This design comes from an exercise in tuning for a short achievable clock period and few clock cycles on the open sky130 flow, not from production work.
Only simulation tests tie the RTL to the original design; equivalence was not proved.
No activity file was given, so power comes from the tool's default toggle rates.

## lane 1
## cpu
module cpu
(
   input clk,
   input reset,
   output [15:0] o_pc_addr,
   output o_pc_rd,
   input [15:0] i_pc_rddata,
   output [15:0] o_ldst_addr,
   output o_ldst_rd,
   output o_ldst_wr,
   input [15:0] i_ldst_rddata,
   output [15:0] o_ldst_wrdata,
   output [127:0] o_tb_regs
);
Size: roughly 570 flip-flops, about 210 I/O pins, ~28000 um2 of cells after synthesis.
make LEC_CHECK=0 CAP_MARGIN=20 CORE_MARGIN=2 CORE_UTILIZATION=40 PLACE_DENSITY=0.6 SETUP_SLACK_MARGIN=3.3 SLEW_MARGIN=20 TNS_END_PERCENT=100 finish   # period 5.6 ns
run.sh (not shown) runs the stock make flow with config.mk's settings and CLKGATE_MAP_FILE= SYNTH_SCRIPT=/design/flow/synth_recipe.tcl, a recipe that flattens the netlist after the stock synthesis.
Testbench counts of lane 1, summed over its fixed seeds: cycles 58,138.
Edits applied to the flow inputs when going from lane 1 to lane 2:
diff --git a/flow/design.v b/flow/design.v
--- a/flow/design.v
+++ b/flow/design.v
@@ -114,23 +114,21 @@
                          ((isCALL | isCALLR) ? d_pc : imm8s));
    wire fB = readB & eB;
    wire [15:0] A_next = ({16{eA & e_sadd}} & sum) | ({16{eA & e_ssub}} & diff) |
                         ({16{eA & e_simple}} & res_simple) | ({16{~eA}} & A_early);
    wire [15:0] B_next = ({16{fB & e_sadd}} & sum) | ({16{fB & e_ssub}} & diff) |
                         ({16{fB & e_simple}} & res_simple) | ({16{~fB}} & B_other);
-   wire [15:0] tgtD = ks_add(d_pc, {{4{i_pc_rddata[15]}}, i_pc_rddata[15:5], 1'b0}, 1'b0);
+   wire [15:0] tgtD = ks_add(d_pc, {{4{instr[15]}}, instr[15:5], 1'b0}, 1'b0);
    wire stall = dv & e_valid & e_ld &
                 ((readA & (e_rd == rx)) | (readB & (e_rd == ry)));
    wire eAslow = e_valid & ((e_wr & ~e_simple) | e_ld) & (e_rd == rx);
-      wire [4:0] op_raw = i_pc_rddata[4:0];
-   wire predT_dir = ~d_replay & ((op_raw == 5'b11000) | (op_raw == 5'b11100) |
-                                 (((op_raw == 5'b11001) | (op_raw == 5'b11010)) & i_pc_rddata[15]));
+   wire predT_dir = isJ | isCALL | ((isJZ | isJN) & instr[15]);
    wire predT_reg = (isJR | isCALLR) & ~eAslow;
    wire predT = d_btb | predT_dir | predT_reg;
    wire redirD = dv & ~stall & ~d_btb & (predT_dir | predT_reg);
-   wire [15:0] tgt_reg = eA ? res_simple : A_early;
+   wire [15:0] tgt_redir = predT_dir ? tgtD : (eA ? res_simple : A_early);
    localparam NB = 8;
    logic [NB-1:0]  btb_v;
    logic [14:0]    btb_tag [0:NB-1];
    logic [14:0]    btb_tgt [0:NB-1];
    logic [NB-1:0]  btb_r7;         
    logic [2:0]     btb_ptr;        
@@ -152,15 +150,13 @@
    wire [15:0] btb_target = hit_r7 ? regs[7] : {btb_t, 1'b0};
    wire alloc_r7 = predT_reg & (rx == 3'd7);
    wire btb_alloc = redirD & (predT_dir | alloc_r7);
    logic        al_q, al_r7;
    logic [14:0] al_tag, al_tgt;
    wire [15:0] pc_inc = pc + 16'd2;
-   wire sel_tgtD = redirD & predT_dir;
-   wire [15:0] pc_other = mispE ? fixpc : (stall ? pc : (redirD ? tgt_reg : (btb_pred ? btb_target : pc_inc)));
-   wire [15:0] pc_next = sel_tgtD ? tgtD : pc_other;
+   wire [15:0] pc_next = mispE ? fixpc : (stall ? pc : (redirD ? tgt_redir : (btb_pred ? btb_target : pc_inc)));
    always_ff @(posedge clk or posedge reset) begin
       if (reset) begin
          pc <= '0;
          d_valid <= 1'b0;
          d_replay <= 1'b0;
          e_valid <= 1'b0;
## What came out
Static power due to leakage is lower on lane 2
Lane 2 ends up with a die footprint that is about 0.4% lower than in lane 1.
Of lane 2 and lane 1, the higher fraction of power consumed by sequential logic belongs to lane 2.
Higher layout overhead on the synthesized area was reported by lane 1, not lane 2.
Compared with lane 1, final instance area in lane 2 decreased slightly.
[lane 2] logic depth of the worst setup path including buffers fell 1 relative to lane 1
Testbench counts of lane 2, summed over its fixed seeds: cycles 58,138.

* * *

## job 7670
Another version of the RTL of cpu (not shown whole).
For scale: about 660 flip-flops.
Settings: LEC_CHECK=0, CAP_MARGIN=20, CORE_MARGIN=2, CORE_UTILIZATION=40, GPL_ROUTABILITY_DRIVEN=0, PLACE_DENSITY=0.6, SETUP_SLACK_MARGIN=3.3, SLEW_MARGIN=20, TNS_END_PERCENT=100; clock period 5.6 ns.
Testbench counts of job 7670, summed over its fixed seeds: cycles 59,323.
The inputs of job 8855 differ from those of job 7670 as listed below.
--- a/flow/design.v
+++ b/flow/design.v
@@ -142,23 +142,23 @@
    wire [15:0] tgtD = {thi, tlo[10:0], d_pc[0]};
    wire stall = dv & e_valid & (e_ld | ((e_sadd | e_ssub) & e_wr)) &
                 ((readA_r & (e_rd == rx_r)) | (readB_r & (e_rd == ry_r)));
    wire e7 = e_valid & (e_wr | e_ld) & (e_rd == 3'd7);
    wire e7slow = e7 & ~e_simple;
    wire w7 = w_wr & (w_rd == 3'd7);
    wire [15:0] r7_fwd = e7 ? res_simple : (w7 ? w_val : regs[7]);
    wire predT_dir = ~d_replay & ((op_raw == 5'b11000) | (op_raw == 5'b11100) |
                                  (((op_raw == 5'b11001) | (op_raw == 5'b11010)) & i_pc_rddata[15]));
    wire predT_reg = ~d_replay & ((op_raw == 5'b01000) | (op_raw == 5'b01100)) & (rx_r == 3'd7) & ~e7slow;
    wire predT = d_btb | predT_dir | predT_reg;
-   wire redirD = dv & ~stall & ~d_btb & (predT_dir | predT_reg);
+   wire redirD = dv & ~d_btb & (predT_dir | predT_reg);
    wire [15:0] tgt_reg = r7_fwd;
    localparam NB = 8;
    logic [NB-1:0]  btb_v;
    logic [15:0]    btb_tag [0:NB-1];
    logic [15:0]    btb_tgt [0:NB-1];
    logic [NB-1:0]  btb_r7;         
    logic [2:0]     btb_ptr;        
    logic [NB-1:0]  btb_hitv;
    logic [15:0]    btb_t;
    always_comb begin
       btb_t = '0;
@@ -173,24 +173,28 @@
    wire hit_r7 = lk_seq & lk_r7;
    wire dWr7 = dv & (d_replay ? d_hwr7 : wr7_r);
    wire r7_busy = dWr7 | e7 | w7;
    wire btb_pred = hit_dir | (hit_r7 & ~r7_busy);
    wire [15:0] btb_target = hit_r7 ? regs[7] : lk_t;
    wire alloc_r7 = predT_reg;
    wire btb_alloc = redirD & (predT_dir | alloc_r7);
    logic        al_q, al_r7;
    logic [15:0] al_tag;
    wire [15:0] pc_inc = pc + 16'd2;
    wire sel_tgtD = redirD & predT_dir;
-   wire [15:0] pc_other = mispE ? fixpc : (stall ? pc : (redirD ? tgt_reg : (btb_pred ? btb_target : pc_inc)));
-   wire [15:0] pc_next = sel_tgtD ? tgtD : pc_other;
+   wire sel_reg = redirD & ~predT_dir;
+   wire sel_st = ~mispE & stall;
+   wire seq = ~mispE & ~stall & ~redirD;
+   wire [15:0] pc_next = ({16{mispE}} & fixpc) | ({16{sel_st}} & pc) | ({16{sel_tgtD}} & tgtD) |
+                         ({16{sel_reg}} & tgt_reg) | ({16{seq & btb_pred}} & btb_target) |
+                         ({16{seq & ~btb_pred}} & pc_inc);
    always_ff @(posedge clk or posedge reset) begin
       if (reset) begin
          pc <= '0;
          d_valid <= 1'b0;
          d_replay <= 1'b0;
          e_valid <= 1'b0;
          w_wr <= 1'b0;
          btb_v <= '0;
          al_q <= 1'b0;
          lk_seq <= 1'b0;
          btb_r7 <= '0;
Findings:
- When job 8855 is measured against job 7670, its final cell count without fillers turns out 36 higher.
- Combined area of the multi-input logic cells was lower in job 8855 than in job 7670.
- Job 8855 vs job 7670 — wire length dropped by a few percent
- Going from job 7670 to job 8855, power went down, final critical-path required period shows a reduction of 0.088 ns, sequential share of layout area level.
- Buffers plus inverters on the worst setup path, job 8855 and job 7670, lower one = job 7670.
- Job 7670 -> job 8855: maximum buffer depth of the clock tree delta 0, exact match
- Summary of job 8855 over job 7670: critical path depth now larger, share of the core filled with cells now larger, final cell area excluding filler cells comparable, number of fill cells in the layout now smaller.
Testbench counts of job 8855, summed over its fixed seeds: cycles 59,323.

## re-timing with driven ports
In the flow no input, the clock included, has a driving cell. The finished layouts below were timed again as built, in two steps. Step 1 (the two cells are an assumption about what drives the block):
set clk [get_ports {clk}]
set_driving_cell -lib_cell sky130_fd_sc_hd__clkbuf_16 $clk
set_driving_cell -lib_cell sky130_fd_sc_hd__buf_2 [delete_from_list [all_inputs] $clk]
Step 2 also shifts input and output timing later by t, the mid clock arrival at the registers, as if the neighbouring blocks saw the same clock. Slacks: no drivers / after step 1 / after step 2; pairs: no drivers / after step 1.
run	t, ns	setup slack, ns	hold slack, ns	worst register clock-pin slew, ns	pins driven straight from the clock port
lane 1	0.675	2.514 / 2.514 / 1.860	0.337 / 0.337 / 0.337	0.07 / 0.07	1
lane 2	0.715	2.406 / 2.423 / 1.728	0.338 / 0.338 / 0.338	0.07 / 0.07	1
job 7670	0.703	2.796 / 2.780 / 2.077	0.355 / 0.355 / 0.355	0.07 / 0.07	1
job 8855	0.713	2.884 / 2.879 / 2.166	0.361 / 0.361 / 0.361	0.07 / 0.07	1
After both steps setup and hold are still met in every run listed. For job 7670, which loses most, drivers alone change the setup slack by -0.016 ns; drivers and shift together by -0.719 ns.
